Source: an optimization exercise on an open RTL-to-GDS flow (aim: small area). Production flows keep margins and buffers that such runs may drop. In this exercise RTL edits were held to simulation tests only and were not proved equivalent to the original. No driver is modelled on the clock port, so clocking that relies on it looks cheaper here than on a real chip. Power is estimated from default activity; no workload was simulated.

File: config.mk
export PLATFORM = sky130hd
export DESIGN_NAME = final_top
export DESIGN_NICKNAME = final_top
export VERILOG_FILES = /design/flow/design.v
export SDC_FILE = /design/flow/constraint.sdc
export NUM_CORES = 4
export LEC_CHECK = 0
export CAP_MARGIN = 20
export CORE_MARGIN = 2
export CORE_UTILIZATION = 40
export SLEW_MARGIN = 20
File: constraint.sdc
create_clock -name core_clock -period 10.0 [get_ports {clk}]
set_input_delay 2.0000 -clock core_clock [delete_from_list [all_inputs] [get_ports {clk}]]
set_output_delay 2.0000 -clock core_clock [all_outputs]
set_load 0.01 [all_outputs]
File: design.v
module final_top(
	input clk,
	input rst_n,
	input [7:0] datain,
	input random_btn,
	output big,
	output smal,
	output [7:0] seg,
	output [3:0] sel,
	output [3:0] led_out,
	output [7:0] key
);
reg [7:0] Rx;
wire [7:0] R = Rx ^ 8'h55;
reg       out;
reg       npre;
reg       e8;
always @(posedge clk)
	if (!rst_n) begin
		Rx <= 8'h55; out <= 1'b0; npre <= 1'b0; e8 <= 1'b0;
	end else begin
		Rx <= {R[6:0], out} ^ 8'h55;
		out <= ~npre | (R[7] ^ R[6]);
		npre <= npre | e8;
		e8 <= R[7];
	end
reg [7:0] k;
reg       bq;
always @(posedge clk)
	if (!rst_n) begin
		k <= 8'hAA; bq <= 1'b0;
	end else begin
		bq <= random_btn;
		if (random_btn & ~bq) k <= R;
	end
assign key  = k;
assign big  = datain > k;
assign smal = datain < k;
wire match = (datain == k);
reg rf, lf;
always @(posedge clk) begin
	rf <= ~rst_n | match;
	lf <= rst_n & match;
end
reg       tc;
reg [1:0] dc;
reg [6:0] Y;
reg       b;
reg [3:0] sl;
reg [2:0] sh;
reg [3:0] ml;
reg [2:0] mt;
reg [3:0] dig;
always @*
	case (dc)
		2'd0: dig = sl;
		2'd1: dig = {1'b0, sh};
		2'd2: dig = ml;
		default: dig = {1'b0, mt};
	endcase
wire [3:0] sl_n, ml_n; wire [2:0] sh_n, mt_n;
assign sl_n[0] = (~sl[0]);
assign sl_n[1] = (sl[0] & ~sl[1] & ~sl[3]) | (~sl[0] & sl[1]);
assign sl_n[2] = (sl[0] & sl[1] & ~sl[2]) | (~sl[1] & sl[2]) | (~sl[0] & sl[2]);
assign sl_n[3] = (~sl[0] & sl[3]) | (sl[0] & sl[1] & sl[2]);
assign ml_n[0] = (~ml[0]);
assign ml_n[1] = (ml[0] & ~ml[1] & ~ml[3]) | (~ml[0] & ml[1]);
assign ml_n[2] = (ml[0] & ml[1] & ~ml[2]) | (~ml[1] & ml[2]) | (~ml[0] & ml[2]);
assign ml_n[3] = (~ml[0] & ml[3]) | (ml[0] & ml[1] & ml[2]);
assign sh_n[0] = (~sh[0]);
assign sh_n[1] = (sh[0] & ~sh[1] & ~sh[2]) | (~sh[0] & sh[1]);
assign sh_n[2] = (sh[0] & sh[1]) | (~sh[0] & sh[2]);
assign mt_n[0] = (~mt[0]);
assign mt_n[1] = (mt[0] & ~mt[1] & ~mt[2]) | (~mt[0] & mt[1]);
assign mt_n[2] = (mt[0] & mt[1]) | (~mt[0] & mt[2]);
wire sl9 = (sl[0] & sl[3]);
wire ml9 = (ml[0] & ml[3]);
wire sh5 = (sh[0] & sh[2]);
wire s15 = (sl[0] & ~sl[1] & sl[2] & sh[0]);
wire s22 = (~sl[0] & sl[1] & sh[1]);
wire s25 = (sl[0] & sl[2] & sh[1]);
wire [3:0] sv;
assign sv[0] = (~sl[0] & ~sl[1] & ~sh[0] & ~sh[1]) | (sl[0] & sl[1] & sh[1]) | (~sl[0] & sl[1] & sh[0]) | (sl[1] & sl[2] & sh[0]) | (sl[3] & sh[0]) | (~sl[0] & sl[2] & sh[1]);
assign sv[1] = (~sl[0] & ~sl[1] & sh[1]) | (sl[0] & ~sl[1] & ~sh[0] & ~sh[1]) | (sl[0] & sl[1] & sh[0]) | (sl[3] & sh[0]) | (sl[2] & sh[1]);
assign sv[2] = (~sl[0] & sl[1] & ~sh[0] & ~sh[1]) | (~sl[0] & ~sl[1] & sh[0]) | (sl[3] & sh[0]) | (~sl[0] & ~sl[1] & sh[1]) | (sl[0] & ~sl[2] & sh[1]);
assign sv[3] = (~sl[1] & sh[1]) | (~sl[0] & sh[1]) | (sl[0] & sl[1] & ~sh[0] & ~sh[1]) | (sl[0] & ~sl[1] & sh[0]);
wire bomb = (ml[1]) | (ml[2]) | (ml[3]);
wire [6:0] s7;
assign s7[0] = (~dig[0] & ~dig[2]) | (dig[1]) | (dig[0] & dig[2]) | (dig[3]);
assign s7[1] = (~dig[2]) | (~dig[0] & ~dig[1]) | (dig[0] & dig[1]);
assign s7[2] = (~dig[1]) | (dig[0]) | (dig[2]);
assign s7[3] = (~dig[0] & ~dig[2]) | (dig[1] & ~dig[2]) | (dig[0] & ~dig[1] & dig[2]) | (~dig[0] & dig[1]) | (dig[3]);
assign s7[4] = (~dig[0] & ~dig[2]) | (~dig[0] & dig[1]);
assign s7[5] = (~dig[0] & ~dig[1]) | (~dig[1] & dig[2]) | (~dig[0] & dig[2]) | (dig[3]);
assign s7[6] = (dig[1] & ~dig[2]) | (~dig[1] & dig[2]) | (dig[3]) | (~dig[0] & dig[1]);
wire tick = tc | lf;
wire t4   = tick & (dc == 2'd3);
wire W    = t4 & (Y == 7'd80);
wire inc  = W & b & ~(lf & tc);
wire lend = lf & inc;
wire g2   = lend & (s15 | s22);
wire g3   = lend & s25;
wire gap  = g2 | g3;
wire c_sh = inc & sl9;
wire c_ml = c_sh & sh5;
wire c_mt = c_ml & ml9;
wire keep = rst_n & (match ? lf : ~rf);
always @(posedge clk)
	if (!keep) begin
		tc <= 1'b0; dc <= 2'd0; Y <= 7'd0; b <= 1'b0;
		sl <= 4'd0; sh <= 3'd0; ml <= 4'd0; mt <= 3'd0;
	end else begin
		tc <= lf ? (gap | (tc & ~W)) : ~tc;
		if (gap) dc <= {g2, g3};
		else if (tick) dc <= dc + 2'd1;
		if (gap) Y <= 7'd80;
		else if (t4) Y <= W ? 7'd0 : {Y[5:0], ~(Y[6] ^ Y[5])};
		if (W) b <= ~b | gap;
		if (inc) begin
			if (lf & s25) begin
				sl <= 4'd0; sh <= 3'd0;
			end else begin
				sl <= sl_n;
				if (c_sh) sh <= sh_n;
			end
		end
		if (c_ml) ml <= ml_n;
		if (c_mt) mt <= (mt == 3'd5) ? 3'd0 : mt + 3'd1;
	end
wire [6:0] bp;
assign bp[0] = ~dc[1] ^ dc[0];
assign bp[1] = dc[1] & ~dc[0];
assign bp[2] = dc[1] & ~dc[0];
assign bp[3] = ~(dc[1] & dc[0]);
assign bp[4] = 1'b1;
assign bp[5] = ~(dc[0] & ~dc[1]);
assign bp[6] = dc[0];
wire [7:0] seg_d = bomb ? {1'b1, bp} : {~dc[0], s7};
wire [3:0] sel_d = {~(dc == 2'd0), ~(dc == 2'd1), ~(dc == 2'd2), ~(dc == 2'd3)};
assign seg = rf ? 8'd0 : seg_d;
assign sel = rf ? 4'd0 : sel_d;
assign led_out = sv & {4{b & ~tc & lf}};
endmodule
File: flow/run.sh
#!/bin/bash
# Layout flow: the standard flow (standard.sh, ORFS) with these changes:
#  - synthesis: the same script (synth_recipe.tcl), but the final ABC mapping
#    is area-oriented (flow/area_abc.tcl: the smallest result of the ABC
#    scripts flow/abc_*.script) instead of the speed script with buffering
#    and sizing, and adders are left to ABC instead of half/full-adder cells.
#    The registers (mapped by dfflibmap before ABC) are untouched; the flow
#    checks that they match the standard synthesis's (names and cell types)
#    and falls back to the standard synthesis if they do not.
#  - port buffers are buf_1 cells;
set -e
here=$(pwd)
{
  head -1 synth_recipe.tcl
  echo "source $here/flow/area_abc.tcl"
  tail -n +2 synth_recipe.tcl
} > area_synth.tcl
export AREA_ABC_SCRIPTS="$(ls $here/flow/abc_*.script | tr '\n' ' ')"
export BUFFER_PORTS_ARGS="-buffer_cell sky130_fd_sc_hd__buf_1"
export MANUAL_CTS_DIR="$here/flow"
export PRE_CTS_TCL="$here/flow/pre_cts.tcl"

# reference: the standard synthesis, for its registers
sed -e "s|WORK_HOME=[^ ]*|WORK_HOME=$here/orfs_ref|" standard.sh > ref_standard.sh
bash ref_standard.sh synth > flow_ref_synth.log 2>&1
sed -e "s|SYNTH_SCRIPT=[^ ]*|SYNTH_SCRIPT=$here/area_synth.tcl ADDER_MAP_FILE=|" standard.sh > area_standard.sh
bash area_standard.sh synth > flow_synth.log 2>&1
regs() { grep -E '^ *sky130_fd_sc_hd__(df|edf|sdf)[a-z0-9_]* ' "$1" | sort; }
res=orfs/results/sky130hd/final_top/base
if ! diff <(regs orfs_ref/results/sky130hd/final_top/base/1_2_yosys.v) <(regs $res/1_2_yosys.v) > flow_regs_diff.log; then
  echo "registers differ from the standard synthesis: using the standard synthesis" | tee -a flow_synth.log
  cp orfs_ref/results/sky130hd/final_top/base/1_2_yosys.v $res/1_2_yosys.v
  touch $res/1_2_yosys.v
fi
bash area_standard.sh > flow_standard.log 2>&1
File: flow/abc_b1.script
strash
&get -n
&fraig -x
&put
scorr
dc2
strash
&get -n
&dch -f
&nf -R 1000
&put
File: flow/abc_b2.script
strash
&get -n
&fraig -x
&put
scorr
dc2
strash
dch -f
map -a
File: flow/abc_b3.script
strash
&get -n
&fraig -x
&put
scorr
dc2
strash
&get -n
&syn2
&synch2
&dch -f
&nf -R 1000
&put
File: flow/abc_c1.script
strash
&get -n
&fraig -x
&put
scorr
dc2
strash
&get -n
&syn2
&dch -f
&nf -R 1000
&put
File: flow/abc_c2.script
strash
&get -n
&fraig -x
&put
scorr
dc2
strash
&get -n
&synch2
&dch -f
&nf -R 1000
&put
File: flow/abc_c4.script
strash
&get -n
&fraig -x
&put
scorr
dc2
strash
&get -n
&syn2
&synch2
&dch -f
&nf -R 1000
&put
&get -n
&syn2
&synch2
&dch -f
&nf -R 1000
&put
File: flow/abc_c5.script
strash
&get -n
&fraig -x
&put
scorr
dc2
strash
dch -f
amap
File: flow/abc_c8.script
strash
&get -n
&fraig -x
&put
scorr
dc2
strash
&get -n
&syn2
&synch2
&put
dch -f
amap
File: flow/abc_c9.script
strash
&get -n
&fraig -x
&put
scorr
dc2
strash
dch -f
amap
strash
dch -f
amap
File: flow/abc_d1.script
strash
&get -n
&fraig -x
&put
scorr
dc2
strash
&get -n
&deepsyn -T 20
&put
dch -f
amap
File: flow/abc_ds11.script
strash
&get -n
&fraig -x
&put
scorr
dc2
strash
&get -n
&deepsyn -T 25 -S 11
&put
dch -f
amap -F 3 -A 10
File: flow/abc_ds23.script
strash
&get -n
&fraig -x
&put
scorr
dc2
strash
&get -n
&deepsyn -T 25 -S 23
&put
dch -f
amap -F 3 -A 10
File: flow/abc_ds37.script
strash
&get -n
&fraig -x
&put
scorr
dc2
strash
&get -n
&deepsyn -T 25 -S 37
&put
dch -f
amap -F 3 -A 10
File: flow/abc_ds53.script
strash
&get -n
&fraig -x
&put
scorr
dc2
strash
&get -n
&deepsyn -T 25 -S 53
&put
dch -f
amap -F 3 -A 10
File: flow/abc_ds71.script
strash
&get -n
&fraig -x
&put
scorr
dc2
strash
&get -n
&deepsyn -T 25 -S 71
&put
dch -f
amap -F 3 -A 10
File: flow/abc_ds89.script
strash
&get -n
&fraig -x
&put
scorr
dc2
strash
&get -n
&deepsyn -T 25 -S 89
&put
dch -f
amap -F 3 -A 10
File: flow/abc_e1.script
strash
&get -n
&fraig -x
&put
scorr
dc2
strash
&get -n
&deepsyn -T 60
&put
dch -f
amap
File: flow/abc_e2.script
strash
&get -n
&fraig -x
&put
scorr
dc2
strash
&get -n
&deepsyn -T 20 -S 7
&put
dch -f
amap
File: flow/abc_e3.script
strash
&get -n
&fraig -x
&put
scorr
dc2
strash
&get -n
&deepsyn -T 20 -S 42
&put
dch -f
amap
File: flow/area_abc.tcl
# Sourced by the synthesis script after its first line: replaces ORFS's final
# ABC mapping (speed script, with buffering and gate sizing for a 10 ps
# target) by area-oriented mapping.  ABC is run with each script listed in
# AREA_ABC_SCRIPTS on the same netlist and the smallest result is kept.  Only
# combinational logic changes: the registers were mapped before this step.
proc abc {args} {
  foreach opt {-script -D -constr} {
    set i [lsearch -exact $args $opt]
    if { $i >= 0 } { set args [lreplace $args $i [expr {$i + 1}]] }
  }
  set i [lsearch -exact $args -liberty]
  set lib [lindex $args [expr {$i + 1}]]
  yosys design -save area_abc_in
  set best_area ""
  set best_script ""
  foreach script $::env(AREA_ABC_SCRIPTS) {
    yosys design -load area_abc_in
    yosys abc -script $script -D 10000 {*}$args
    set rpt $::env(OBJECTS_DIR)/area_abc_stat.txt
    yosys tee -q -o $rpt stat -liberty $lib
    set fp [open $rpt r]
    set txt [read $fp]
    close $fp
    if { ![regexp {Chip area for module[^:]*:\s*([0-9.]+)} $txt -> area] } { continue }
    puts "area_abc: [file tail $script] $area"
    if { $best_area eq "" || $area < $best_area } {
      set best_area $area
      set best_script $script
      yosys design -save area_abc_best
    }
  }
  puts "area_abc: kept [file tail $best_script] ($best_area)"
  yosys design -load area_abc_best
}
File: flow/manual_cts.tcl
# Manual clock tree: the clock port drives (through an optional root buffer)
# ngroups leaf buffers, each driving a group of registers (groups
# are stripes of equal size along the longer side of the sinks' bounding box).
proc manual_cts {ngroups leaf_cell root_cell} {
  set block [ord::get_db_block]
  set db [ord::get_db]
  set net [$block findNet clk]
  set sinks {}
  foreach iterm [$net getITerms] {
    set bb [[$iterm getInst] getBBox]
    lappend sinks [list $iterm [expr {([$bb xMin] + [$bb xMax]) / 2}] [expr {([$bb yMin] + [$bb yMax]) / 2}]]
  }
  set xs [lmap s $sinks {lindex $s 1}]
  set ys [lmap s $sinks {lindex $s 2}]
  set w [expr {[tcl::mathfunc::max {*}$xs] - [tcl::mathfunc::min {*}$xs]}]
  set h [expr {[tcl::mathfunc::max {*}$ys] - [tcl::mathfunc::min {*}$ys]}]
  set key [expr {$w >= $h ? 1 : 2}]
  set sinks [lsort -integer -index $key $sinks]
  set n [llength $sinks]
  if { $root_cell ne "" } {
    set root [odb::dbInst_create $block [$db findMaster $root_cell] clkbuf_root]
    set rootnet [odb::dbNet_create $block clknet_root]
    $rootnet setSigType CLOCK
    [$root findITerm A] connect $net
    [$root findITerm X] connect $rootnet
    set skip [list clk clknet_root]
  } else {
    set rootnet $net
    set skip [list clk]
  }
  set rx 0; set ry 0
  for {set g 0} {$g < $ngroups} {incr g} {
    set lo [expr {$g * $n / $ngroups}]
    set hi [expr {($g + 1) * $n / $ngroups - 1}]
    set buf [odb::dbInst_create $block [$db findMaster $leaf_cell] clkbuf_leaf_$g]
    set lnet [odb::dbNet_create $block clknet_leaf_$g]
    $lnet setSigType CLOCK
    set sx 0; set sy 0; set m 0
    foreach s [lrange $sinks $lo $hi] {
      set it [lindex $s 0]
      $it disconnect
      $it connect $lnet
      set sx [expr {$sx + [lindex $s 1]}]; set sy [expr {$sy + [lindex $s 2]}]; incr m
    }
    [$buf findITerm A] connect $rootnet
    [$buf findITerm X] connect $lnet
    set cx [expr {$sx / $m}]; set cy [expr {$sy / $m}]
    $buf setLocation $cx $cy
    $buf setPlacementStatus PLACED
    set rx [expr {$rx + $cx}]; set ry [expr {$ry + $cy}]
    lappend skip clknet_leaf_$g
  }
  if { $root_cell ne "" } {
    $root setLocation [expr {$rx / $ngroups}] [expr {$ry / $ngroups}]
    $root setPlacementStatus PLACED
  }
  puts "manual clock tree: clk -> $root_cell -> $ngroups x $leaf_cell -> $n registers"
  set_cts_config -skip_nets $skip
}
File: flow/pre_cts.tcl
# Sourced by ORFS's cts.tcl before clock_tree_synthesis (PRE_CTS_TCL).
source $::env(MANUAL_CTS_DIR)/manual_cts.tcl
manual_cts 3 sky130_fd_sc_hd__clkbuf_8 ""
File: standard.sh
#!/bin/bash
# synth_recipe.tcl (not shown) runs the flow's synth.tcl, then flattens the netlist and writes it again
# the make line also repeats each setting of config.mk as NAME=value (left out here)
make -C /OpenROAD-flow-scripts/flow DESIGN_CONFIG=/design/flow/config.mk WORK_HOME=/design/flow/orfs CLKGATE_MAP_FILE= SYNTH_SCRIPT=/design/flow/synth_recipe.tcl "${@:-finish}"
==> qor.yml, run 1 <==
sta:
  clock.fmax_mhz: 194
  timing.max_slew.rel_slack: 0.651
  final.min_clock_period_ns: 5.16
  rsz0062_at_grt: "false"
  final_critical_path_setup_slack_ns: 4.84
  hold_viol: 0
  fin_tns_setup_ns: 0
  actual_slew_at_the_worst_max_slew_pin_ns: 0.524
  setup_viol: 0
  fin_worst_skew_ns: 0.00820
  timing.final.crit_share: 0.516
  timing.final.max_slew_violations: 0
grt:
  grt_antenna_before_repair: 0
  grt_max_degree: 17
  globalRouteOverflowTotal: 0
  first_pass_grt_wire_length_mm: 7.44
  groute.usage.overall: 0.162
  vias_in_the_first_global_route: 1698
finish:
  post_layout_nonfiller_instances: 371
  post_route_cells_drive_above_1_share: 0.00987
  synthToLayoutAreaGrowth_pct: 12.9
  finish.net_count: 317
  final_core_util: 0.477
  fillCellCount: 508
  num_antenna_cells: 0
place:
  buffer_ports.inserted: 36
  worst_setup_slack_post_dpl_ns: 4.75
  place.detailed.instances: 368
  detail_placement_hpwl_mm: 3.50
  rd_place_congestion: 0.887
yosys:
  synth_top_cell_area_share: 0.466
  ys_types: 29
  post_synth_instance_area_mm2: 0.00202
  ys_warn_count: 1
  synth-seq-area-share: 0.466
  ys_ff_latch: 47
  most_area_hungry_cell_type_in_the_yosys_netlist: "dfxtp_1"
  synthCells: 265
  synth_area_per_cell_um2: 7.63
  ys_top_cells_by_area: "dfxtp_1, nor2_1, clkinv_1, nand2_1, o22ai_1"
  syn-num-nets: 276
run_status:
  outcome: "timing/DRC/antenna clean"
clocking:
  clk_latency_ns: 0.16
  cts.repair.resized: 0
  clk_pin_slew_worst_paths_ns: 0.09
  cts_hold_buffers: 0
  cts_post_setup_buffers_inserted: 0
floorplan:
  die_y_um: 75.1
  core_area_mm2: 0.00479
  design.die.area_mm2: 0.00564
  die_w_um: 75.1
  fp-row-count: 25
  starting_utilization_of_the_core_area: 0.422
  boundaryPins: 37
drt:
  avgRoutedWirePerCell_um: 11.9
  detail_route.vias_per_cell: 5.21
  remaining_drc_errors: 0
  postRouteAntennaNets: 0
  drt-pass1-iter-count: 4
  drt_iter0_markers: 74
  drt_wl_total_mm: 4.42
  route.vias.total: 1932
worst_setup_path:
  critPathMaxFanout: 2
  timing.critical_path.depth: 8
  cp_num_buf_inv: 2
  cp.arrival_ns: 3.16
  r2r_cells: 16
  timing.critical_path.to_type: "output pin"
  timing.critical_path.cells: "buf_1 -> nand2_1 -> o21ai_0 -> a211oi_1 -> nand2_1 -> a221oi_1 -> nor2_1 -> buf_1"
  timing.critical_path.required_ns: 8.00
  worst-r2r-setup-slack_ns: 6.23
  critPathLaunchType: "input pin"
  timing.critical_path.slowest_stage_cell: "a211oi_1"
  crit_type: "input pin to output pin"
  cp_slowest_stage_delay_ns: 0.32
  critical_path.top_delay_family: "compound AO/OA/AOI/OAI gates"
worst_hold_path:
  hp-class: "flop to flop"
  hold_depth: 1
power:
  power_per_cell_area_mw_per_mm2: 129
  p_leak_nw: 0.729
  vdd_drop_max_mv: 0.0823
job:
  max-cap-violations: 0
cells by family after synthesis:
group	Yosys count	share of synthesized area
AND/OR/NAND/NOR	98	0.200
AO/OA/AOI/OAI	71	0.243
buffers and inverters	49	0.0910
flip-flops	47	0.466
routing by layer:
| metal | up-vias | routed length, µm | track usage |
|---|---|---|---|
| li1 | 1000 | - | - |
| met2 | 69 | 2080 | 0.298 |
| met4 | 0 | 51 | 0.0218 |
| met1 | 859 | 2000 | 0.211 |
| met3 | 4 | 285 | 0.0134 |
| met5 | - | 0 | 0 |
cells in the final DEF, fill, tap and decap left out:
cell type | Yosys | routed
a21oi_1 | 11 | 11
o32ai_1 | 2 | 2
nand4_1 | 2 | 2
o21a_1 | 2 | 2
a22oi_1 | 2 | 2
nor3_1 | 9 | 9
nand2_1 | 21 | 21
o31ai_1 | 1 | 1
o21ai_0 | 12 | 12
clkbuf_8 | 0 | 3
nand3_1 | 1 | 1
o22ai_1 | 12 | 12
a311oi_1 | 2 | 2
a211oi_1 | 5 | 5
a222oi_1 | 4 | 4
o221ai_1 | 1 | 1
buf_1 | 0 | 36
o22a_1 | 3 | 3
o211ai_1 | 1 | 1
o221a_1 | 2 | 2
o2111ai_1 | 1 | 1
dfxtp_1 | 47 | 47
a2111oi_0 | 1 | 1
clkinv_1 | 49 | 49
nor2b_1 | 4 | 4
a221oi_1 | 3 | 3
or4_1 | 1 | 1
nor2_1 | 58 | 58
o2111a_1 | 1 | 1
or2_0 | 2 | 2
a31oi_1 | 5 | 5
path summary, 6_finish.rpt:
path                   from  endpoint
setup / recovery  datain[7]       big
hold / removal          out     Rx[0]
setup reg to reg      dc[0]     mt[1]
hold reg to reg         out     Rx[0]
worst reg2reg max path, stage by stage, from the launching register on:
cell      delay (ns)
dfxtp_1         0.42
clkinv_1        0.17
nor2_1          0.33
clkinv_1        0.16
nor2_1          0.40
nand4_1         0.19
a21oi_1         0.30
nand2_1         0.19
nor2_1          0.19
clkinv_1        0.14
nor2b_1         0.21
nand2_1         0.15
clkinv_1        0.09
nand2_1         0.08
nor2_1          0.27
clkinv_1        0.14
o221a_1         0.25
cells in the mapped netlist:
cell type / count
or2_0: 2
nor2b_1: 4
nor3_1: 9
a22oi_1: 2
clkinv_1: 49
o211ai_1: 1
o2111a_1: 1
o21a_1: 2
o32ai_1: 2
nand4_1: 2
a211oi_1: 5
o221a_1: 2
o21ai_0: 12
a221oi_1: 3
a21oi_1: 11
o2111ai_1: 1
o31ai_1: 1
o221ai_1: 1
a2111oi_0: 1
a31oi_1: 5
or4_1: 1
nor2_1: 58
a311oi_1: 2
o22ai_1: 12
nand2_1: 21
a222oi_1: 4
nand3_1: 1
o22a_1: 3
dfxtp_1: 47
report_power, final:
part	internal (mW)	total, mW	switching [mW]
combinational	0.00949	0.0272	0.0177
clock	0.0278	0.0732	0.0454
sequential	0.191	0.194	0.00334
total	0.228	0.294	0.0665
stage by stage:
stage                     cell area [µm²]  power (mW)  hold slack (ns)
final                                2280       0.294            0.391
after detailed placement             2240       0.226            0.371
after global placement               2240       0.225            0.370
after CTS                            2280       0.282            0.373
after floorplan                      2020       0.215            0.343
after global routing                 2280       0.308            0.408
flip-flops by register name, indices dropped and copies added, names as in the netlist:
register / flops
npre: 1
dc: 2
Rx: 8
lf: 1
ml: 4
k: 8
tc: 1
b: 1
sl: 4
Y: 7
bq: 1
mt: 3
e8: 1
out: 1
rf: 1
sh: 3
layout make-up:
class                   count  area, µm²  area share
well taps                  67       83.8      0.0368
flip-flops and latches     47        941       0.413
inverters                  49        184      0.0806
multi-input cells         169        896       0.393
repair buffers             36        135      0.0592
plain buffers               3       41.3      0.0181
==> inputs of run 2 (changes only) <==
==> flow/abc_dt17.script (new file) <==
strash
&get -n
&fraig -x
&put
scorr
dc2
strash
&get -n
&deepsyn -T 40 -S 17
&put
dch -f
amap -F 3 -A 10
==> flow/abc_dt29.script (new file) <==
strash
&get -n
&fraig -x
&put
scorr
dc2
strash
&get -n
&deepsyn -T 40 -S 29
&put
dch -f
amap -F 3 -A 10
==> flow/abc_dt3.script (new file) <==
strash
&get -n
&fraig -x
&put
scorr
dc2
strash
&get -n
&deepsyn -T 40 -S 3
&put
dch -f
amap -F 3 -A 10
==> flow/abc_dt41.script (new file) <==
strash
&get -n
&fraig -x
&put
scorr
dc2
strash
&get -n
&deepsyn -T 40 -S 41
&put
dch -f
amap -F 3 -A 10
==> flow/abc_dt61.script (new file) <==
strash
&get -n
&fraig -x
&put
scorr
dc2
strash
&get -n
&deepsyn -T 40 -S 61
&put
dch -f
amap -F 3 -A 10
==> flow/abc_dt97.script (new file) <==
strash
&get -n
&fraig -x
&put
scorr
dc2
strash
&get -n
&deepsyn -T 40 -S 97
&put
dch -f
amap -F 3 -A 10
removed: flow/abc_b1.script
removed: flow/abc_b2.script
removed: flow/abc_b3.script
removed: flow/abc_c1.script
removed: flow/abc_c2.script
removed: flow/abc_c4.script
==> run 2 against run 1 <==
Setup slack better by 0.00074 ns. Routed wire length down 5.5%. Still clean on timing, DRC and antenna. Fmax about the same. Sequential power about the same. Global-route usage down 0.36 points. Synthesized area about the same. Design area about the same. Sequential cell count unchanged. Critical path type unchanged. Critical path depth down 1. Sequential share of layout area about the same. Cell count up 0.27%. Combinational power down 5%.
==> qor.yml, run 2 <==
floorplan:
  die_y_um: 75.1  # about the same
  starting_utilization_of_the_core_area: 0.422  # about the same
  boundaryPins: 37  # unchanged
  fp-row-count: 25  # unchanged
  core_area_mm2: 0.00479  # unchanged
  die_w_um: 75.1  # about the same
  design.die.area_mm2: 0.00563  # about the same
finish:
  layout_commonest_cell: "nor2_1"
  final_cell_mix: "nor2_1, dfxtp_1, clkinv_1, buf_1, nand2_1"
  synthToLayoutAreaGrowth_pct: 12.9  # about the same
  num_antenna_cells: 0  # unchanged
  fillCellCount: 524  # +3.1%
  seqCellArea_um2: 941  # unchanged
  multi_input_gate_area_in_the_final_layout_um2: 910  # +1.5%
  finish.net_count: 318  # +0.32%
  post_layout_nonfiller_instances: 372  # +0.27%
  post_route_cells_drive_above_1_share: 0.00984  # -0.0000324
  layout_top_registers: "Rx: 8 flops, k: 8 flops, Y: 7 flops"
yosys:
  synth_top_cell_area_share: 0.466  # about the same
  largest_family_of_logic_cells_by_synthesized_area: "compound AO/OA/AOI/OAI gates"
  synthCells: 266  # +0.38%
  synth_most_common_cell: "nor2_1"
  ys_warn_count: 1  # unchanged
  synth_async_sr_flop_share: 0  # unchanged
  ys_top_cells_by_area: "dfxtp_1, nor2_1, clkinv_1, a21oi_1, o21ai_0"
  post_synth_instance_area_mm2: 0.00202  # about the same
  syn-num-nets: 277  # +0.36%
  synthAdderAreaFrac: 0  # unchanged
  most_area_hungry_cell_type_in_the_yosys_netlist: "dfxtp_1"
  synth_ff_type: "dfxtp_1"
  synth_area_per_cell_um2: 7.59  # -0.44%
  yosys-mux-area-fraction: 0  # unchanged
  synth-seq-area-share: 0.466  # about the same
  synth_compound_area_frac: 0.261  # +0.0175
  ys_ff_latch: 47  # unchanged
  ys_types: 27  # -6.9%
  synth_xor_area_frac: 0  # unchanged
  number_of_synthesized_flops_with_an_enable_pin: 0  # unchanged
  synth-simple-area-share: 0.190  # -0.0104
  synth.cells.most_frequent: "nor2_1, dfxtp_1, clkinv_1"
power:
  seq_power_share: 0.658  # about the same
  vdd_drop_max_mv: 0.0624  # -24%
  comb_power_share: 0.088  # -0.004
  p_leak_nw: 0.733  # +0.57%
  netSwitchingPower_uw: 66.9  # +0.54%
  power_per_cell_area_mw_per_mm2: 129  # +0.11%
  internal-power_uw: 228  # about the same
  power.clock.fraction: 0.254  # +0.005
  sw_frac_of_total: 0.227  # +0.00108
sta:
  timing.max_slew.rel_slack: 0.541  # -0.109
  fin_worst_skew_ns: 0.00692  # -0.00128 ns
  rsz0062_at_grt: "false"
  timing.final.crit_share: 0.516  # about the same
  setup_viol: 0  # unchanged
  timing.final.max_slew_violations: 0  # unchanged
  actual_slew_at_the_worst_max_slew_pin_ns: 0.681  # +0.156 ns
  final_critical_path_setup_slack_ns: 4.84  # +0.000740 ns
  final.min_clock_period_ns: 5.16  # -0.000740 ns
  hold_viol: 0  # unchanged
  clock.fmax_mhz: 194  # about the same
  fin_tns_setup_ns: 0  # unchanged
job:
  max-cap-violations: 0  # unchanged
worst_setup_path:
  crit_type: "input pin to output pin"
  r2r_cells: 16  # unchanged
  cp.arrival_ns: 3.16  # about the same
  timing.critical_path.to_type: "output pin"
  timing.critical_path.slowest_stage_cell: "a222oi_1"
  timing.critical_path.required_ns: 8.00  # about the same
  reg2reg_to: "mt[1]"
  crit_path_end: "big"
  timing.critical_path.mode_cell: "buf_1"
  critPathLaunchType: "input pin"
  cp_slowest_stage_delay_ns: 0.42  # +0.10 ns
  reg2reg_from: "dc[0]"
  cp-startpoint: "datain[6]"
  timing.critical_path.cells: "buf_1 -> nor2_1 -> a21oi_1 -> a222oi_1 -> o2111ai_1 -> nor2b_1 -> buf_1"
  worst-r2r-setup-slack_ns: 6.28  # +0.05 ns
  critPathMaxFanout: 3  # +1
drt:
  avgRoutedWirePerCell_um: 11.2  # -5.8%
  detail_route.vias_per_cell: 5.06  # -2.8%
  drt-pass1-iter-count: 4  # unchanged
  postRouteAntennaNets: 0  # unchanged
  drt_wl_total_mm: 4.18  # -5.5%
  route.vias.total: 1883  # -2.5%
  remaining_drc_errors: 0  # unchanged
  drt_iter0_markers: 121  # +64%
grt:
  grt_max_degree: 17  # unchanged
  first_pass_grt_wire_length_mm: 7.37  # -0.93%
  grt_antenna_before_repair: 0  # unchanged
  vias_in_the_first_global_route: 1699  # +0.059%
  groute.usage.overall: 0.158  # -0.00365
  globalRouteOverflowTotal: 0  # unchanged
worst_hold_path:
  hp-class: "flop to flop"
clocking:
  cts.repair.resized: 0  # unchanged
  cts_post_setup_buffers_inserted: 0  # unchanged
  clk_latency_ns: 0.16  # about the same
  cts_hold_buffers: 0  # unchanged
  clk_pin_slew_worst_paths_ns: 0.10  # about the same
place:
  rd_place_congestion: 0.866  # -2.4%
  buffer_ports.inserted: 36  # unchanged
  worst_setup_slack_post_dpl_ns: 4.84  # +0.0950 ns
  detail_placement_hpwl_mm: 3.30  # -5.5%
  place.detailed.instances: 369  # +0.27%
run_status:
  outcome: "timing/DRC/antenna clean"
==> run 2: cell types whose count changed in the layout (fill, tap and decap cells not counted), sizes merged, moves of 2 or more <==
cell and change:
a21oi +5, clkinv -4, o21a +4, o21ai +4
nor2b -3, nor4 +3, a222oi -2, a22oi +2
nand2 -2
==> run 2: cell type report <==
type                       instances  area share
buffer                             3      0.0181
inverter                          45      0.0741
multi-input combinational        174       0.399
sequential                        47       0.413
tap                               67      0.0368
timing repair buffer              36      0.0593
==> run 2: cell families after synthesis <==
logic type / count (synthesis)
AOI/OAI and AO/OA: 80
and+or+nand+nor: 94
buffers and inverters: 45
DFF: 47
==> run 2: power groups by stage <==
stage               sequential (mW)  combinational, mW  clock (mW)
floorplan                     0.198             0.0163           0
global placement              0.198             0.0260           0
detailed placement            0.198             0.0261           0
CTS                           0.198             0.0262      0.0559
global route                  0.195             0.0299      0.0841
finish                        0.194             0.0259      0.0748
==> run 2: worst max-delay path: cells and delay by family <==
kind / cells / cell delay, ns
AOI/OAI and AO/OA: 3 / 0.70
buffers and inverters: 2 / 0.20
and+or+nand+nor: 2 / 0.26
==> run 2: how the worst min path moves through the flow <==
stage | startpoint | cells after the start | end | slack [ns]
2_1_floorplan | out | 1 | Rx[0] | 0.34
4_1_cts | out | 1 | Rx[0] | 0.38
3_5_place_dp | Rx[3] | 1 | Rx[4] | 0.38
5_1_grt | out | 1 | Rx[0] | 0.41
6_report | out | 1 | Rx[0] | 0.39
3_3_place_gp | out | 1 | Rx[0] | 0.38
==> run 2: per-stage QoR <==
stage | hold slack (ns) | power (mW) | utilization | area, µm²
after floorplan | 0.343 | 0.215 | - | 2020
after CTS | 0.376 | 0.280 | 0.476 | 2280
after detailed placement | 0.376 | 0.224 | 0.468 | 2240
after global routing | 0.407 | 0.309 | 0.476 | 2280
after global placement | 0.376 | 0.224 | 0.468 | 2240
final | 0.386 | 0.295 | 0.476 | 2280
==> run 2: metal layers <==
layer / track usage / wire [µm] / vias up
met5: 0 / 0 / -
met4: 0.0218 / 21 / 0
met3: 0.00937 / 172 / 2
met2: 0.283 / 1970 / 39
met1: 0.215 / 2010 / 834
li1: - / - / 1008
==> inputs of run 3 (changes only) <==
--- a/design.v
+++ b/design.v
@@ -97,5 +97,5 @@
 wire t4   = tick & (dc == 2'd3);
 wire W    = t4 & (Y == 7'd80);
-wire inc  = W & b & ~(lf & tc);
+wire inc  = W & b;
 wire lend = lf & inc;
 wire g2   = lend & (s15 | s22);
@@ -111,10 +111,10 @@
 		sl <= 4'd0; sh <= 3'd0; ml <= 4'd0; mt <= 3'd0;
 	end else begin
-		tc <= lf ? (gap | (tc & ~W)) : ~tc;
+		tc <= ~tc;
 		if (gap) dc <= {g2, g3};
 		else if (tick) dc <= dc + 2'd1;
-		if (gap) Y <= 7'd80;
+		if (gap) Y <= 7'd64;
 		else if (t4) Y <= W ? 7'd0 : {Y[5:0], ~(Y[6] ^ Y[5])};
-		if (W) b <= ~b | gap;
+		if (W) b <= ~b;
 		if (inc) begin
 			if (lf & s25) begin
@@ -140,4 +140,4 @@
 assign seg = rf ? 8'd0 : seg_d;
 assign sel = rf ? 4'd0 : sel_d;
-assign led_out = sv & {4{b & ~tc & lf}};
+assign led_out = sv & {4{b & lf}};
 endmodule
==> run 3 against run 2 <==
Sequential share of layout area increased by 0.69 points. Synthesized cell count decreased by 1.1%. Sequential cell count unchanged. Combinational power about the same. Largest cell class unchanged.
==> qor.yml, run 3 <==
run_status:
  outcome: "timing/DRC/antenna clean"
power:
  vdd_drop_max_mv: 0.0560  # -10%
  comb_power_share: 0.086  # -0.002
  seq_power_share: 0.656  # -0.002
  power_per_cell_area_mw_per_mm2: 132  # +2.2%
  internal-power_uw: 228  # about the same
  p_leak_nw: 0.743  # +1.3%
  sw_frac_of_total: 0.232  # +0.00479
  power.clock.fraction: 0.258  # +0.004
  netSwitchingPower_uw: 68.7  # +2.7%
worst_setup_path:
  timing.critical_path.required_ns: 8.00  # about the same
  timing.critical_path.to_type: "output pin"
  cp_slowest_stage_delay_ns: 0.28  # -0.14 ns
  cp_num_buf_inv: 3  # +1
  timing.critical_path.cells: "buf_1 -> clkinv_1 -> o21ai_0 -> o221ai_1 -> a222oi_1 -> nor2_1 -> a211oi_1 -> nor2_1 -> nor2_1 -> buf_1"
  cp.arrival_ns: 3.36  # +0.20 ns
  r2r_cells: 15  # -1
  reg2reg_to: "ml[2]"
  worst-r2r-setup-slack_ns: 6.73  # +0.45 ns
  timing.critical_path.slowest_stage_cell: "a222oi_1"
  timing.critical_path.mode_cell: "nor2_1"
  crit_type: "input pin to output pin"
  critical_path.top_delay_family: "compound AO/OA/AOI/OAI gates"
  critPathLaunchType: "input pin"
  critPathMaxFanout: 2  # -1
  reg2reg_from: "dc[0]"
clocking:
  cts.repair.resized: 0  # unchanged
  cts_post_setup_buffers_inserted: 0  # unchanged
  cts_hold_buffers: 0  # unchanged
  clk_pin_slew_worst_paths_ns: 0.10  # about the same
  clk_latency_ns: 0.16  # about the same
sta:
  timing.final.max_slew_violations: 0  # unchanged
  timing.max_slew.rel_slack: 0.603  # +0.0619
  setup_viol: 0  # unchanged
  fin_worst_skew_ns: 0.0108  # +0.00391 ns
  fin_tns_setup_ns: 0  # unchanged
  final.min_clock_period_ns: 5.36  # +0.200 ns
  rsz0062_at_grt: "false"
  hold_viol: 0  # unchanged
  timing.final.crit_share: 0.536  # +0.0200
  actual_slew_at_the_worst_max_slew_pin_ns: 0.580  # -0.101 ns
  clock.fmax_mhz: 187  # -3.7%
place:
  rd_place_congestion: 0.924  # +6.7%
  dpl_cell_area_mm2: 0.00220  # -1.7%
  buffer_ports.inserted: 36  # unchanged
  detail_placement_hpwl_mm: 3.23  # -2.3%
worst_hold_path:
  hold_depth: 1  # unchanged
  hp-class: "flop to flop"
  hold_path.startpoint: "out"
  hold-path-endpoint: "Rx[0]"
yosys:
  ys_types: 27  # unchanged
  synth_most_common_cell: "nor2_1"
  synth-simple-area-share: 0.205  # +0.0150
  ys_top_cells_by_area: "dfxtp_1, nor2_1, clkinv_1, o21ai_0, a21oi_1"
  syn-num-nets: 274  # -1.1%
  synthCells: 263  # -1.1%
  ys_ff_latch: 47  # unchanged
  synth-seq-area-share: 0.475  # +0.00882
  ys_warn_count: 1  # unchanged
  synth_xor_area_frac: 0  # unchanged
  synth_async_sr_flop_share: 0  # unchanged
  synth_area_per_cell_um2: 7.54  # -0.74%
  most_area_hungry_cell_type_in_the_yosys_netlist: "dfxtp_1"
  post_synth_instance_area_mm2: 0.00198  # -1.9%
  synth_compound_area_frac: 0.232  # -0.0292
  synth_ff_type: "dfxtp_1"
  yosys-mux-area-fraction: 0  # unchanged
  synth_top_cell_area_share: 0.475  # +0.00882
  synth.cells.most_frequent: "nor2_1, clkinv_1, dfxtp_1"
  number_of_synthesized_flops_with_an_enable_pin: 0  # unchanged
  largest_family_of_logic_cells_by_synthesized_area: "compound AO/OA/AOI/OAI gates"
  synthAdderAreaFrac: 0  # unchanged
grt:
  grt_antenna_before_repair: 0  # unchanged
  grt_max_degree: 17  # unchanged
  globalRouteOverflowTotal: 0  # unchanged
  first_pass_grt_wire_length_mm: 7.22  # -2.1%
  groute.usage.overall: 0.156  # -0.00190
  vias_in_the_first_global_route: 1604  # -5.6%
drt:
  remaining_drc_errors: 0  # unchanged
  detail_route.vias_per_cell: 5.03  # -0.58%
  drt_iter0_markers: 94  # -22%
  postRouteAntennaNets: 0  # unchanged
  route.vias.total: 1857  # -1.4%
  drt_wl_total_mm: 4.23  # +1.4%
  drt-pass1-iter-count: 4  # unchanged
  avgRoutedWirePerCell_um: 11.5  # +2.2%
floorplan:
  design.die.area_mm2: 0.00553  # -1.8%
  die_w_um: 74.4  # -0.89%
  starting_utilization_of_the_core_area: 0.417  # -0.00512
  fp-row-count: 25  # unchanged
  boundaryPins: 37  # unchanged
  die_y_um: 74.4  # -0.89%
  core_area_mm2: 0.00475  # -0.65%
finish:
  finish.net_count: 315  # -0.94%
  final_cell_mix: "nor2_1, dfxtp_1, clkinv_1, buf_1, nand2_1"
  layout_commonest_cell: "nor2_1"
  num_antenna_cells: 0  # unchanged
  layout_top_registers: "Rx: 8 flops, k: 8 flops, Y: 7 flops"
  post_route_cells_drive_above_1_share: 0.00993  # +0.0000977
  final_design_area_no_fill_mm2: 0.00224  # -1.6%
  synthToLayoutAreaGrowth_pct: 13.1
job:
  max-cap-violations: 0  # unchanged
==> run 3: final cells by class <==
type	instances	area, µm²
multi-input combinational	169	865
buffer	3	41.3
sequential	47	941
fill	523	2510
tap	67	83.8
inverter	47	176
timing repair buffer	36	135
==> run 3: power groups by stage <==
stage | clock network [mW] | registers, mW | logic (mW)
CTS | 0.0559 | 0.199 | 0.0259
finish | 0.0764 | 0.194 | 0.0256
detailed placement | 0 | 0.199 | 0.0256
floorplan | 0 | 0.199 | 0.0156
global placement | 0 | 0.199 | 0.0255
global route | 0.0851 | 0.195 | 0.0291
==> run 3: cells by family (layout without fill, tap and decap cells) <==
group / after synthesis / after routing
buffers and inverters: 47 / 86
AOI/OAI and AO/OA: 71 / 71
and+or+nand+nor: 98 / 98
DFF: 47 / 47
==> run 3: worst max path at each step <==
stage               from   to  slack [ns]  cells past startpoint
2_1_floorplan  datain[1]  big        4.89                      8
3_3_place_gp   datain[1]  big        4.71                     10
3_5_place_dp   datain[1]  big        4.64                     10
4_1_cts        datain[1]  big        4.63                     10
5_1_grt        datain[1]  big        4.44                     10
6_report       datain[1]  big        4.64                     10
==> run 3: routing by layer <==
layer | up-vias | track usage | wire length (µm)
met4 | 0 | 0.0139 | 48
met3 | 5 | 0.00949 | 107
met5 | - | 0 | 0
met2 | 25 | 0.252 | 1770
met1 | 844 | 0.240 | 2310
li1 | 983 | - | -
==> run 3: metrics by stage <==
stage           util  worst slack [ns]  hold slack, ns  instances  power, mW
6_report       0.472              4.64           0.374        369      0.296
5_1_grt        0.472              4.44           0.393        369      0.309
4_1_cts        0.472              4.63           0.352        369      0.280
3_5_place_dp   0.463              4.64           0.352        366      0.224
3_3_place_gp   0.463              4.71           0.347        366      0.224
2_1_floorplan      -              4.89           0.343        263      0.214
==> inputs of run 4 (changes only) <==
--- a/flow/run.sh
+++ b/flow/run.sh
@@ -5,4 +5,5 @@
 #    scripts flow/abc_*.script) instead of the speed script with buffering
 #    and sizing, and adders are left to ABC instead of half/full-adder cells.
+#    The deepsyn scripts are made from flow/abc_deepsyn.template, one per seed.
 #    The registers (mapped by dfflibmap before ABC) are untouched; the flow
 #    checks that they match the standard synthesis's (names and cell types)
@@ -16,5 +17,11 @@
   tail -n +2 synth_recipe.tcl
 } > area_synth.tcl
-export AREA_ABC_SCRIPTS="$(ls $here/flow/abc_*.script | tr '\n' ' ')"
+# deepsyn runs with several random seeds, from flow/abc_deepsyn.template
+mkdir -p abc_scripts
+for s in 3 5 11 13 17 23 29 31 37 41 47 53 59 61 67 71 79 83 89 93 97 100; do
+  t=25; case $s in 3|17|29|41|61|97) t=40;; esac
+  sed -e "s/@T@/$t/" -e "s/@S@/$s/" flow/abc_deepsyn.template > abc_scripts/abc_deepsyn_$s.script
+done
+export AREA_ABC_SCRIPTS="$(ls $here/flow/abc_*.script $here/abc_scripts/abc_*.script | tr '\n' ' ')"
 export BUFFER_PORTS_ARGS="-buffer_cell sky130_fd_sc_hd__buf_1"
 export MANUAL_CTS_DIR="$here/flow"
==> flow/abc_deepsyn.template (new file) <==
strash
&get -n
&fraig -x
&put
scorr
dc2
strash
&get -n
&deepsyn -T @T@ -S @S@
&put
dch -f
amap -F 3 -A 10
removed: flow/abc_ds11.script
removed: flow/abc_ds23.script
removed: flow/abc_ds37.script
removed: flow/abc_ds53.script
removed: flow/abc_ds71.script
removed: flow/abc_ds89.script
removed: flow/abc_dt17.script
removed: flow/abc_dt29.script
removed: flow/abc_dt3.script
removed: flow/abc_dt41.script
removed: flow/abc_dt61.script
removed: flow/abc_dt97.script
==> run 4 against run 3 <==
Synthesized area fell by 0.63%. Clock power fell by 3.5%. Largest cell class unchanged. Cell count fell by 3.3%. Sequential power barely moved. Still clean. Critical endpoint unchanged. Highest routed layer unchanged. Design area fell by 0.56%.
==> qor.yml, run 4 <==
run_status:
  outcome: "timing/DRC/antenna clean"
sta:
  fin_tns_setup_ns: 0  # unchanged
  timing.final.crit_share: 0.534  # -0.00156
  fin_worst_skew_ns: 0.00799  # -0.00284 ns
  clock.fmax_mhz: 187  # +0.29%
  rsz0062_at_grt: "false"
  setup_viol: 0  # unchanged
  final.min_clock_period_ns: 5.34  # -0.0156 ns
  timing.final.max_slew_violations: 0  # unchanged
  timing.max_slew.rel_slack: 0.581  # -0.0218
  hold_viol: 0  # unchanged
  actual_slew_at_the_worst_max_slew_pin_ns: 0.623  # +0.0429 ns
yosys:
  most_area_hungry_cell_type_in_the_yosys_netlist: "dfxtp_1"
  synth.cells.most_frequent: "dfxtp_1, nor2_1, clkinv_1"
  synth_most_common_cell: "dfxtp_1"
  synthCells: 251  # -4.6%
  synth_ff_type: "dfxtp_1"
  synth-seq-area-share: 0.478  # +0.00302
  ys_types: 29  # +7.4%
  ys_warn_count: 1  # unchanged
  syn-num-nets: 262  # -4.4%
  synth_top_cell_area_share: 0.478  # +0.00302
  ys_top_cells_by_area: "dfxtp_1, nor2_1, clkinv_1, o21ai_0, o22ai_1"
  synth_async_sr_flop_share: 0  # unchanged
  synth_area_per_cell_um2: 7.85  # +4.1%
  ys_ff_latch: 47  # unchanged
  post_synth_instance_area_mm2: 0.00197  # -0.63%
  number_of_synthesized_flops_with_an_enable_pin: 0  # unchanged
worst_setup_path:
  critPathMaxFanout: 3  # +1
  cp.arrival_ns: 3.34  # -0.02 ns
  timing.critical_path.required_ns: 8.00  # about the same
  crit_type: "input pin to output pin"
  timing.critical_path.to_type: "output pin"
  critPathLaunchType: "input pin"
clocking:
  cts.repair.resized: 0  # unchanged
  cts_hold_buffers: 0  # unchanged
  cts_post_setup_buffers_inserted: 0  # unchanged
  clk_latency_ns: 0.16  # about the same
  clk_pin_slew_worst_paths_ns: 0.09  # about the same
power:
  power_per_cell_area_mw_per_mm2: 132  # about the same
  vdd_drop_max_mv: 0.107  # +91%
  p_total_uw: 295  # -0.58%
  p_leak_nw: 0.724  # -2.5%
grt:
  vias_in_the_first_global_route: 1590  # -0.87%
  grt_antenna_before_repair: 0  # unchanged
  globalRouteOverflowTotal: 0  # unchanged
  groute.usage.overall: 0.157  # +0.00101
  first_pass_grt_wire_length_mm: 7.13  # -1.2%
  grt_max_degree: 17  # unchanged
drt:
  remaining_drc_errors: 0  # unchanged
  postRouteAntennaNets: 0  # unchanged
  drt_iter0_markers: 57  # -39%
  route.vias.total: 1790  # -3.6%
  avgRoutedWirePerCell_um: 11.7  # +1.7%
  drt_wl_total_mm: 4.16  # -1.6%
  drt-pass1-iter-count: 4  # unchanged
  detail_route.vias_per_cell: 5.01  # -0.37%
finish:
  layout_commonest_cell: "dfxtp_1"
  synthToLayoutAreaGrowth_pct: 13.2  # about the same
  final_cell_mix: "dfxtp_1, nor2_1, clkinv_1, buf_1, o21ai_0"
  post_route_cells_drive_above_1_share: 0.0103  # +0.000411
  finish.net_count: 303  # -3.8%
  num_antenna_cells: 0  # unchanged
  layout_top_registers: "Rx: 8 flops, k: 8 flops, Y: 7 flops"
floorplan:
  design.die.area_mm2: 0.00550  # -0.60%
  core_area_mm2: 0.00472  # -0.66%
  starting_utilization_of_the_core_area: 0.417  # about the same
  boundaryPins: 37  # unchanged
  die_y_um: 74.2  # -0.30%
  fp-row-count: 25  # unchanged
  die_w_um: 74.2  # -0.30%
place:
  buffer_ports.inserted: 36  # unchanged
  detail_placement_hpwl_mm: 3.29  # +1.8%
  rd_place_congestion: 0.823  # -11%
worst_hold_path:
  hp-class: "flop to flop"
job:
  max-cap-violations: 0  # unchanged
-- run 4: cell count changes in the layout (fill, tap and decap cells not counted), sizes merged, moves of 2 or more --
cell / previous run / this run
a31oi: 1 / 3
nand2: 19 / 17
clkinv: 47 / 42
o21ai: 17 / 20
nor4: 3 / 0
a22o: 0 / 2
nor2: 56 / 44
a21oi: 16 / 14
o22ai: 12 / 14
nand3: 4 / 1
-- run 4: logic make-up after synthesis --
kind of cell    count (synthesis)  synth area share
flops                          47             0.478
simple gates                   82             0.176
buf+inv                        42            0.0801
compound gates                 80             0.266
-- run 4: critical path: stages --
cell	delay, ns
buf_1	0.09
a22o_1	0.24
a221oi_1	0.32
o2111ai_1	0.20
nor3_1	0.26
nor2_1	0.10
buf_1	0.14
-- run 4: stage by stage --
stage / instances / hold slack [ns] / setup slack, ns / utilization / cell area (µm²)
6_report: 357 / 0.376 / 4.66 / 0.472 / 2230
5_1_grt: 357 / 0.391 / 4.46 / 0.472 / 2230
2_1_floorplan: 251 / 0.343 / 5.00 / - / 1970
3_3_place_gp: 354 / 0.360 / 4.70 / 0.463 / 2190
4_1_cts: 357 / 0.359 / 4.64 / 0.472 / 2230
3_5_place_dp: 354 / 0.365 / 4.66 / 0.463 / 2190
-- run 4: routing by layer --
metal	wire (µm)	track usage	vias to the layer above
met5	0	0	-
met4	50	0.0162	0
met3	107	0.0108	4
met2	1710	0.236	22
met1	2300	0.254	795
li1	-	-	969
-- run 4: final cells by class --
| type | count | area, µm² |
|---|---|---|
| inverters | 42 | 158 |
| flip-flops and latches | 47 | 941 |
| well taps | 67 | 83.8 |
| plain buffers | 3 | 41.3 |
| fillers | 476 | 2490 |
| multi-input cells | 162 | 871 |
| repair buffers | 36 | 135 |
-- run 4: where the power goes --
group          switching [mW]  internal (mW)
sequential            0.00335          0.191
combinational          0.0171        0.00971
clock                  0.0460         0.0278
total                  0.0665          0.228
-- run 4: final timing paths --
| check | start | to | slack (ns) | cells after the start |
|---|---|---|---|---|
| worst max register to register | dc[0] | mt[1] | 6.48 | 15 |
| worst min-delay path | out | Rx[0] | 0.38 | 1 |
| worst min register to register | out | Rx[0] | 0.38 | 1 |
| worst max-delay path | datain[6] | big | 4.66 | 7 |

[re-timing with driven ports]
No port has a modelled driver above. Below, the same layouts with a new extraction and two added sets of constraints.
Step 1 assumes that a clkbuf_16 drives the clock port and a buf_2 every other input.
Step 2 adds t to the input delays and takes it off the output delays; t is the mean of the earliest and latest rising clock arrival at the registers after step 1. Input paths then give back, and output paths get back, about the clock's delay inside the block.
a / b / c = ideal ports / drivers / drivers and shift; a / b = the first two.
run	t (ns)	slack for setup (ns)	hold WS [ns]
run 1	0.196	4.843 / 4.823 / 4.732	0.391 / 0.391 / 0.391
run 2	0.192	4.843 / 4.823 / 4.823	0.386 / 0.386 / 0.386
run 3	0.197	4.643 / 4.621 / 4.621	0.374 / 0.374 / 0.374
run 4	0.199	4.659 / 4.638 / 4.638	0.376 / 0.376 / 0.376
After both steps setup and hold are still met in every run listed. For run 1, which loses most, drivers alone change the setup slack by -0.020 ns; drivers and shift together by -0.111 ns.
